Source: an optimization exercise on an open RTL-to-GDS flow (aim: a short achievable clock period and few clock cycles). Production flows keep margins and buffers that such runs may drop. The RTL was checked by simulation tests, not by an equivalence proof against the original design. No activity file was given, so power comes from the tool's default toggle rates.

$ cat design/flow/config.mk
export PLATFORM = sky130hd
export DESIGN_NAME = RV32I_Core
export DESIGN_NICKNAME = RV32I_Core
export VERILOG_FILES = /design/flow/design.v
export SDC_FILE = /design/flow/constraint.sdc
export NUM_CORES = 4
export LEC_CHECK = 0
export CAP_MARGIN = 20
export CORE_MARGIN = 2
export CORE_UTILIZATION = 40
export SLEW_MARGIN = 20
$ cat design/flow/constraint.sdc
create_clock -name core_clock -period 10.0 [get_ports {clk}]
set_input_delay 2.0000 -clock core_clock [delete_from_list [all_inputs] [get_ports {clk}]]
set_output_delay 2.0000 -clock core_clock [all_outputs]
set_load 0.01 [all_outputs]
$ cat design/flow/design.v
`timescale 1ns / 1ps
module ControlUnit (
    input  logic        clk,
    input  logic        reset,
    input  logic [31:0] instrCode,
    output logic        regFileWe,
    output logic [ 3:0] aluControl,
    output logic        aluSrcMuxSel,
    output logic        dataWe,
    output logic [ 2:0] RFWDSrcMuxSel,
    output logic        branch,
    output logic        jal,
    output logic        jalr,
    output logic        PCEn,
    output logic        transfer,
    input  logic        ready
);
    wire [6:0] opcode = instrCode[6:0];
    wire [3:0] operators = {
        instrCode[30], instrCode[14:12]
    };   
    logic [10:0] signals;
    assign {PCEn, regFileWe, aluSrcMuxSel, dataWe, RFWDSrcMuxSel, branch, jal, jalr,transfer} = signals;
    typedef enum {
        FETCH,
        DECODE,
        R_EXE,
        I_EXE,
        B_EXE,
        LU_EXE,
        AU_EXE,
        J_EXE,
        JL_EXE,
        S_EXE,
        S_MEM,
        L_EXE,
        L_MEM,
        L_WB
    } state_e;
    state_e state, state_next;
    always_ff @(posedge clk, posedge reset) begin
        if (reset) state <= FETCH;
        else state <= state_next;
    end
    always_comb begin
        state_next = state;
        case (state)
            FETCH:  state_next = DECODE;
            DECODE: begin
                case (opcode)
                    7'b0110011:  state_next = R_EXE;
                    7'b0100011:  state_next = S_EXE;
                    7'b0000011:  state_next = L_EXE;
                    7'b0010011:  state_next = I_EXE;
                    7'b1100011:  state_next = B_EXE;
                    7'b0110111: state_next = LU_EXE;
                    7'b0010111: state_next = AU_EXE;
                    7'b1101111:  state_next = J_EXE;
                    7'b1100111: state_next = JL_EXE;
                endcase
            end
            R_EXE:  state_next = FETCH;
            S_EXE:  state_next = S_MEM;
            S_MEM:  if (ready) state_next = FETCH;
            L_EXE:  state_next = L_MEM;
            L_MEM:  if (ready) state_next = L_WB;
            L_WB:   state_next = FETCH;
            I_EXE:  state_next = FETCH;
            B_EXE:  state_next = FETCH;
            LU_EXE: state_next = FETCH;
            AU_EXE: state_next = FETCH;
            J_EXE:  state_next = FETCH;
            JL_EXE: state_next = FETCH;
        endcase
    end
    always_comb begin
        signals = 11'b0_0_0_0_000_0_0_0_0;
        aluControl = operators;
        case (state)
            FETCH:  signals = 11'b1_0_0_0_000_0_0_0_0;
            DECODE: signals = 11'b0_0_0_0_000_0_0_0_0;
            R_EXE:  signals = 11'b0_1_0_0_000_0_0_0_0;
            S_EXE: begin
                signals    = 11'b0_0_1_0_000_0_0_0_0;
                aluControl = 4'b0000;
            end
            S_MEM:  signals = 11'b0_0_1_1_000_0_0_0_1;
            L_EXE: begin
                signals = 11'b0_0_1_0_001_0_0_0_0;
                aluControl = 4'b0000;
            end
            L_MEM:  signals = 11'b0_0_1_0_001_0_0_0_1;
            L_WB:   signals = 11'b0_1_1_0_001_0_0_0_0;
            I_EXE: begin
                signals = 11'b0_1_1_0_000_0_0_0_0;
                if (operators == 4'b1101)
                    aluControl = operators;   
                else aluControl = {1'b0, operators[2:0]};   
            end
            B_EXE:  signals = 11'b0_0_0_0_000_1_0_0_0;
            LU_EXE: signals = 11'b0_1_0_0_010_0_0_0_0;
            AU_EXE: signals = 11'b0_1_0_0_011_0_0_0_0;
            J_EXE:  signals = 11'b0_1_0_0_100_0_1_0_0;
            JL_EXE: begin
                signals    = 11'b0_1_0_0_100_0_1_1_0;
                aluControl = 4'b0000;
            end
        endcase
    end
endmodule
`timescale 1ns / 1ps
module DataPath (
    input  logic        clk,
    input  logic        reset,
    input  logic        regFileWe,
    input  logic [ 3:0] aluControl,
    input  logic        aluSrcMuxSel,
    input  logic [ 2:0] RFWDSrcMuxSel,
    input  logic        branch,
    input  logic        jal,
    input  logic        jalr,
    input  logic        PCEn,  
    output logic [31:0] instrMemAddr,
    input  logic [31:0] instrCode,
    output logic [31:0] dataAddr,
    output logic [31:0] dataWData,
    input  logic [31:0] dataRData
);
    logic [31:0] aluResult, RFData1, RFData2;
    logic [31:0] PCSrcData, PCOutData, PC_Imm_Adder_SrcMuxOut;
    logic [31:0] immExt, aluSrcMuxOut, RFWDSrcMuxOut;
    logic btaken, PCSrcMuxSel;
    logic [31:0] PC_Imm_AdderResult, PC_4_AdderResult, PCSrcMuxOut;
    logic [31:0] DecReg_RFData1, DecReg_RFData2, DecReg_immExt;
    logic [31:0] ExeReg_aluResult, ExeReg_RFData2, ExeReg_PCSrcMuxOut, MemAccReg_dataRData;
    assign instrMemAddr = PCOutData;
    assign dataAddr     = ExeReg_aluResult;
    assign dataWData    = ExeReg_RFData2;
    assign PCSrcMuxSel  = jal | (btaken & branch);
    RegisterFile U_RegFile (
        .clk(clk),
        .we(regFileWe),
        .RAddr1(instrCode[19:15]),
        .RAddr2(instrCode[24:20]),
        .WAddr(instrCode[11:7]),
        .WData(RFWDSrcMuxOut),
        .RData1(RFData1),
        .RData2(RFData2)
    );
    register U_DecReg_RFRD1 (
        .clk  (clk),
        .reset(reset),
        .d    (RFData1),
        .q    (DecReg_RFData1)
    );
    register U_DecReg_RFRD2 (
        .clk  (clk),
        .reset(reset),
        .d    (RFData2),
        .q    (DecReg_RFData2)
    );
    register U_ExeReg_RFRD2 (
        .clk  (clk),
        .reset(reset),
        .d    (DecReg_RFData2),
        .q    (ExeReg_RFData2)
    );
    mux_2x1 U_ALUSrcMux (
        .sel(aluSrcMuxSel),
        .x0 (DecReg_RFData2),
        .x1 (DecReg_immExt),
        .y  (aluSrcMuxOut)
    );
    register U_MemAccReg_dataRData (
        .clk  (clk),
        .reset(reset),
        .d    (dataRData),
        .q    (MemAccReg_dataRData)
    );
    mux_5x1 U_RFWDSrcMux (
        .sel(RFWDSrcMuxSel),
        .x0 (aluResult),
        .x1 (MemAccReg_dataRData),
        .x2 (DecReg_immExt),
        .x3 (PC_Imm_AdderResult),
        .x4 (PC_4_AdderResult),
        .y  (RFWDSrcMuxOut)
    );
    alu U_ALU (
        .aluControl(aluControl),
        .a(DecReg_RFData1),
        .b(aluSrcMuxOut),
        .btaken(btaken),
        .result(aluResult)
    );
    register U_ExeReg_ALU (
        .clk  (clk),
        .reset(reset),
        .d    (aluResult),
        .q    (ExeReg_aluResult)
    );
    extend U_ImmExtend (
        .instrCode(instrCode),
        .immExt(immExt)
    );
    register U_DecReg_ImmExtend (
        .clk  (clk),
        .reset(reset),
        .d    (immExt),
        .q    (DecReg_immExt)
    );
    mux_2x1 U_PC_Imm_Adder_SrcMux (
        .sel(jalr),
        .x0 (PCOutData),
        .x1 (RFData1),
        .y  (PC_Imm_Adder_SrcMuxOut)
    );
    adder U_PC_Imm_Adder (
        .a(DecReg_immExt),
        .b(PC_Imm_Adder_SrcMuxOut),
        .y(PC_Imm_AdderResult)
    );
    adder U_PC_4_Adder (
        .a(32'd4),
        .b(PCOutData),
        .y(PC_4_AdderResult)
    );
    mux_2x1 U_PCSrcMux (
        .sel(PCSrcMuxSel),
        .x0 (PC_4_AdderResult),
        .x1 (PC_Imm_AdderResult),
        .y  (PCSrcMuxOut)
    );
    register U_ExeReg_PCSrcMux (
        .clk  (clk),
        .reset(reset),
        .d    (PCSrcMuxOut),
        .q    (ExeReg_PCSrcMuxOut)
    );
    registerEn U_PC (
        .clk  (clk),
        .reset(reset),
        .en   (PCEn),
        .d    (ExeReg_PCSrcMuxOut),
        .q    (PCOutData)
    );
endmodule
module alu (
    input  logic [ 3:0] aluControl,
    input  logic [31:0] a,
    input  logic [31:0] b,
    output logic        btaken,
    output logic [31:0] result
);
    always_comb begin
        case (aluControl)
            4'b0000:    result = a + b;
            4'b1000:    result = a - b;
            4'b0001:    result = a << b;
            4'b0101:    result = a >> b;
            4'b1101:    result = $signed(a) >>> b[4:0];
            4'b0010:    result = ($signed(a) < $signed(b)) ? 1 : 0;
            4'b0011:   result = (a < b) ? 1 : 0;
            4'b0100:    result = a ^ b;
            4'b0110:     result = a | b;
            4'b0111:    result = a & b;
            default: result = 32'bx;
        endcase
    end
    always_comb begin : branch_processor
        btaken = 1'b0;
        case (aluControl[2:0])
            3'b000:    btaken = (a == b);
            3'b001:    btaken = (a != b);
            3'b100:    btaken = ($signed(a) < $signed(b));
            3'b101:    btaken = ($signed(a) >= $signed(b));
            3'b110:   btaken = (a < b);
            3'b111:   btaken = (a >= b);
            default: btaken = 1'b0;
        endcase
    end
endmodule
module register (
    input  logic        clk,
    input  logic        reset,
    input  logic [31:0] d,
    output logic [31:0] q
);
    always_ff @(posedge clk, posedge reset) begin
        if (reset) q <= 0;
        else q <= d;
    end
endmodule
module registerEn (
    input  logic        clk,
    input  logic        reset,
    input  logic        en,
    input  logic [31:0] d,
    output logic [31:0] q
);
    always_ff @(posedge clk, posedge reset) begin
        if (reset) q <= 0;
        else begin
            if (en) q <= d;
        end
    end
endmodule
module adder (
    input  logic [31:0] a,
    input  logic [31:0] b,
    output logic [31:0] y
);
    assign y = a + b;
endmodule
module RegisterFile (
    input  logic        clk,
    input  logic        we,
    input  logic [ 4:0] RAddr1,
    input  logic [ 4:0] RAddr2,
    input  logic [ 4:0] WAddr,
    input  logic [31:0] WData,
    output logic [31:0] RData1,
    output logic [31:0] RData2
);
    logic [31:0] RegFile[0:2**5-1];
    always_ff @(posedge clk) begin
        if (we) RegFile[WAddr] <= WData;
    end
    assign RData1 = (RAddr1 != 0) ? RegFile[RAddr1] : 32'b0;
    assign RData2 = (RAddr2 != 0) ? RegFile[RAddr2] : 32'b0;
endmodule
module mux_2x1 (
    input  logic        sel,
    input  logic [31:0] x0,
    input  logic [31:0] x1,
    output logic [31:0] y
);
    always_comb begin
        case (sel)
            1'b0:    y = x0;
            1'b1:    y = x1;
            default: y = 32'bx;
        endcase
    end
endmodule
module mux_5x1 (
    input  logic [ 2:0] sel,
    input  logic [31:0] x0,
    input  logic [31:0] x1,
    input  logic [31:0] x2,
    input  logic [31:0] x3,
    input  logic [31:0] x4,
    output logic [31:0] y
);
    always_comb begin
        y = 32'bx;
        case (sel)
            3'd0: y = x0;
            3'd1: y = x1;
            3'd2: y = x2;
            3'd3: y = x3;
            3'd4: y = x4;
        endcase
    end
endmodule
module extend (
    input  logic [31:0] instrCode,
    output logic [31:0] immExt
);
    wire [6:0] opcode = instrCode[6:0];
    wire [2:0] func3 = instrCode[14:12];
    always_comb begin
        immExt = 32'bx;
        case (opcode)
            7'b0110011: immExt = 32'bx;
            7'b0000011: immExt = {{20{instrCode[31]}}, instrCode[31:20]};
            7'b0100011:
            immExt = {{20{instrCode[31]}}, instrCode[31:25], instrCode[11:7]};
            7'b0010011: begin
                case (func3)
                    3'b001:  immExt = {27'b0, instrCode[24:20]};
                    3'b101:  immExt = {27'b0, instrCode[24:20]};
                    3'b011:  immExt = {20'b0, instrCode[31:20]};
                    default: immExt = {{20{instrCode[31]}}, instrCode[31:20]};
                endcase
            end
            7'b1100011:
            immExt = {
                {20{instrCode[31]}},
                instrCode[7],
                instrCode[30:25],
                instrCode[11:8],
                1'b0
            };
            7'b0110111: immExt = {instrCode[31:12], 12'b0};
            7'b0010111: immExt = {instrCode[31:12], 12'b0};
            7'b1101111:
            immExt = {
                {12{instrCode[31]}},
                instrCode[19:12],
                instrCode[20],
                instrCode[30:21],
                1'b0
            };
            7'b1100111: immExt = {{20{instrCode[31]}}, instrCode[31:20]};
            default: immExt = 32'bx;
        endcase
    end
endmodule
`timescale 1ns / 1ps
module RV32I_Core (
    input  logic        clk,
    input  logic        reset,
    input  logic [31:0] instrCode,
    output logic [31:0] instrMemAddr,
    output logic        dataWe,
    output logic [31:0] dataAddr,
    output logic [31:0] dataWData,
    input  logic [31:0] dataRData,
    output logic        transfer,
    input  logic        ready
);
    logic        regFileWe;
    logic [ 3:0] aluControl;
    logic        aluSrcMuxSel;
    logic [ 2:0] RFWDSrcMuxSel;
    logic        branch;
    logic        jal;
    logic        jalr;
    logic        PCEn;
    ControlUnit U_ControlUnit (.*);
    DataPath U_DataPath (.*);
endmodule
$ cat design/flow/run.sh
#!/bin/bash
# synth_recipe.tcl (not shown) runs the flow's synth.tcl, then flattens the netlist and writes it again
# the make line also repeats each setting of config.mk as NAME=value (left out here)
make -C /OpenROAD-flow-scripts/flow DESIGN_CONFIG=/design/flow/config.mk WORK_HOME=/design/flow/orfs CLKGATE_MAP_FILE= SYNTH_SCRIPT=/design/flow/synth_recipe.tcl finish
==> flow_summary_export.csv <==
group,metric,value,unit
run_status,status,"timing/DRC/antenna clean",
timing,grt_setup_unrepaired,"false",
cts,holdBufCountCts,0,
synthesis,synth_compound_area_share,9.764,%
final_layout,layout-drive-gt1-share,24.20,%
final_layout,final_util,45.74,%
worst_setup_path,crit_fanout,69,
cts,cts_tree,"done",
run,max_cap_viol_count,0,
cts,cts_buffers,139,
timing,worstMarginPinSlew,1.245,ns
pwr,leakagePower,0.02697,uW
timing,fin_skew,0.02801,ns
routing,num_vias,47820,
synthesis,synth_adder_area_share,2.247,%
timing,finalWorstSetupSlack,2.004,ns
final_layout,regArea,37260,sq um
timing,fin_hold_ws,0.3960,ns
floorplan,die_y,419.5,um
routing,route.detailed.wl_per_inst,35.27,um
final_layout,multiInputGateArea,30330,sq um
timing,tns,0,ns
floorplan,ios,165,
worst_setup_path,cp_data_required_time,10.48,ns
timing,maxSlewHeadroom,16.85,%
final_layout,syn_to_final_growth,13.62,%
final_layout,final_cell_mix,"edfxtp_1, mux4_2, nand2_1",
floorplan,die_area,176000,sq um
synthesis,ys_seq_area_share,53.95,%
cts,clock_latency,0.80,ns
routing,drtIter0Drc,6501,
synthesis,synth_seq_cells,1284,
routing,drtAntennaViolNets,0,
cts,htree_levels,4,
synthesis,synth_top_area_share,44.53,%
cts,path_clk_slew,0.06,ns
placement,place_hpwl,159.4,mm
synthesis,ys_warn_count,8,
min_path,min-delay-path-class,"reg2reg",
synthesis,ys_types,109,
routing,viasPerCell,6.615,
pwr,power.density,248.6,nW/um^2
grt,antenna_found_initial,5,
synthesis,synthXorXnorAreaFrac,1.002,%
floorplan,dieWidth,419.5,um
routing,finalWirelength,255.0,mm
floorplan,start_util,40.26,%
grt,gr-total-overflow,0,
synthesis,synthSimpleGateAreaFrac,6.133,%
placement,portBuffers,164,
final_layout,final_cells,7229,
min_path,min_path_cells,0,
worst_setup_path,worstPathArrival,8.48,ns
placement,dp_slack,1.172,ns
synthesis,syn-cell-area,69060,sq um
grt,grt_usage,28.75,%
synthesis,async_reset_ff_share,20.25,%
min_path,worstHoldStart,"U_DataPath.U_DecReg_RFRD2.q[27]",
timing,fmax,0.1251,GHz
placement,dp_cells,6967,
grt,grt_max_degree,148,
worst_setup_path,path_class,"in2reg",
final_layout,final_common_cell,"edfxtp_1",
synthesis,netlist_top_cells_area,"edfxtp_1, mux4_2, dfrtp_1, ha_1, mux2i_1",
final_layout,fillers,15080,
final_layout,nNetsFinal,4988,
grt,grt_pass1_vias,46420,
cts,cts_setup_buffers,0,
grt,grt_pass1_wl,355.9,mm
synthesis,synth_edf_count,1024,
cts,cts_resized,0,
cts,cts_sinks,1284,
worst_setup_path,reg2reg_slack,2.14,ns
floorplan,fp.coreArea,171500,sq um
timing,period_minus_slack,7.996,ns
synthesis,syn_nets,4902,
routing,firstDrtPassIters,8,
routing,drcViolationCount,0,
cts,cts_buffer_depth,3,
synthesis,muxShareOfSynthArea,24.15,%
worst_setup_path,worstRegToRegCells,15,
synthesis,synth_top_family_by_area,"multiplexers",
synthesis,synth_ff_type,"edfxtp_1",
worst_setup_path,start_kind,"input port",
floorplan,rows,152,
worst_setup_path,worst_setup_path_end_kind,"flop",
pwr,ir_worst_vdd,0.1938,mV
worst_setup_path,reg2reg_from,"U_ControlUnit.state[1]",
synthesis,syn_inst,4713,
synthesis,synth_top_area_cell,"edfxtp_1",
cts,cts_root_buf,"clkbuf_16",
timing,fin_crit_sh,79.96,%
synthesis,syn_area_per_cell,14.65,sq um
placement,place.gp.congestion,1.012,
timing,finalHoldViolations,0,
min_path,hold-path-endpoint,"U_DataPath.U_ExeReg_RFRD2.q[27]",
timing,slew_violations,0,
timing,setup_viol,0,
worst_setup_path,r2r-end,"U_DataPath.U_RegFile.RegFile[5][26]",
==> cell type report <==
type	instances	share of cell area, %
well taps	2310	3.684
inverters	131	0.6426
repair buffers	296	3.471
diodes	5	0.01595
multi-input cells	2947	38.65
flip-flops and latches	1284	47.48
clock inverters	75	1.198
clock buffers	181	4.859
==> kinds of logic after synthesis <==
family	count (synthesis)
muxes	852
and+or+nand+nor	885
adders and majority gates	123
xor gates and xnor gates	79
AOI/OAI and AO/OA	1008
buffers and inverters	482
DFF	1284
==> synth_stat cells, types with 33 or more instances <==
library cell and instances:
o21a_1 33, ha_1 120, clkbuf_1 228, a211oi_1 84, o211ai_1 46, a21o_1 65
inv_1 126, mux2_2 66, a22oi_1 34, nor3_1 53, a31oi_1 38, o21ai_0 172
mux4_2 644, edfxtp_1 1024, nor2_1 220, xnor2_1 42, nand2b_1 58, xor2_1 37
buf_2 36, buf_1 78, mux2i_1 137, a21oi_1 264, nand2_1 298, nand3_1 72
dfrtp_1 260
==> state kept, by name (all words and copies together), names as in the netlist, 32 cells and up <==
name,flops
U_DataPath.U_RegFile.RegFile,1024
U_DataPath.U_DecReg_RFRD1.q,32
U_DataPath.U_ExeReg_ALU.q,32
U_DataPath.U_DecReg_RFRD2.q,32
U_DataPath.U_PC.q,32
U_DataPath.U_ExeReg_RFRD2.q,32
U_DataPath.U_ExeReg_PCSrcMux.q,32
U_DataPath.U_MemAccReg_dataRData.q,32
U_DataPath.U_DecReg_ImmExtend.q,32
==> worst max-delay path by stage <==
stage	startpoint	to	slack [ns]	depth (start not counted)
finish	instrCode[16]	U_DataPath.U_RegFile.RegFile[6][29]	2.00	21
global route	instrCode[15]	U_DataPath.U_RegFile.RegFile[14][26]	1.81	18
CTS	instrCode[15]	U_DataPath.U_RegFile.RegFile[7][24]	2.01	17
detailed placement	instrCode[15]	U_DataPath.U_RegFile.RegFile[23][24]	1.17	17
global placement	instrCode[15]	U_DataPath.U_RegFile.RegFile[16][24]	1.32	17
floorplan	reset	U_ControlUnit.state[0]	0.84	1
==> where the power goes <==
part,switching (uW),internal (uW),leakage (uW)
registers,402,7210,0.0124
clock network,2210,3180,0.00230
logic,4410,2090,0.0122
==> through the flow <==
stage,total power (uW),instance area (sq um)
2_1_floorplan,11390,69060
3_3_place_gp,13970,73660
3_5_place_dp,14020,73660
4_1_cts,19400,78420
5_1_grt,20160,78450
6_report,19510,78460
==> worst max-delay path: stages <==
cell,delay [ns]
buf_8,0.37
buf_4,0.62
buf_4,0.43
mux4_2,0.37
mux4_2,0.48
nand2_1,0.10
a21oi_1,0.15
mux2_2,0.30
ha_1,0.33
and3_1,0.18
and3_1,0.19
a22o_1,0.19
a21oi_1,0.51
o21ai_0,0.34
o41ai_1,0.42
buf_4,0.22
o211ai_1,0.13
mux2i_1,0.15
a221oi_1,0.34
a31oi_2,0.07
buf_4,0.28
==> metal layers <==
layer	up-vias	GRT usage, %	wire length [um]
met5	-	0	13
met4	2	16.41	17340
met3	689	5.361	23460
met2	2975	46.09	120700
met1	24910	36.75	93490
li1	19240	-	-
Testbench counts, summed over its fixed seeds: cycles 90,889.

==> what the ideal ports hide <==
The flow's constraints put no driver on any port. The routed layout listed below was extracted and timed again, unchanged, in two steps. Step 1, drivers: a clkbuf_16 drives clk and a buf_2 each remaining input, both assumed. Step 2 moves the port delays by t, midway between the first and last clock arrival at a register: inputs arrive t later, outputs are due t later. That takes back most of the time a late clock gives input paths. Three values: ideal ports, drivers, drivers and shift; two values: the first two.
t (ns): 0.856
setup WS [ns]: 2.004 / 2.027 / 1.171
worst setup path at the end: input to register
worst slew at a driven data input, ns: 0.13
pins driven straight from the clock port: 1
After both steps setup and hold are still met in this run. The setup slack of this run moves by +0.023 ns with the drivers and by -0.833 ns with both steps.
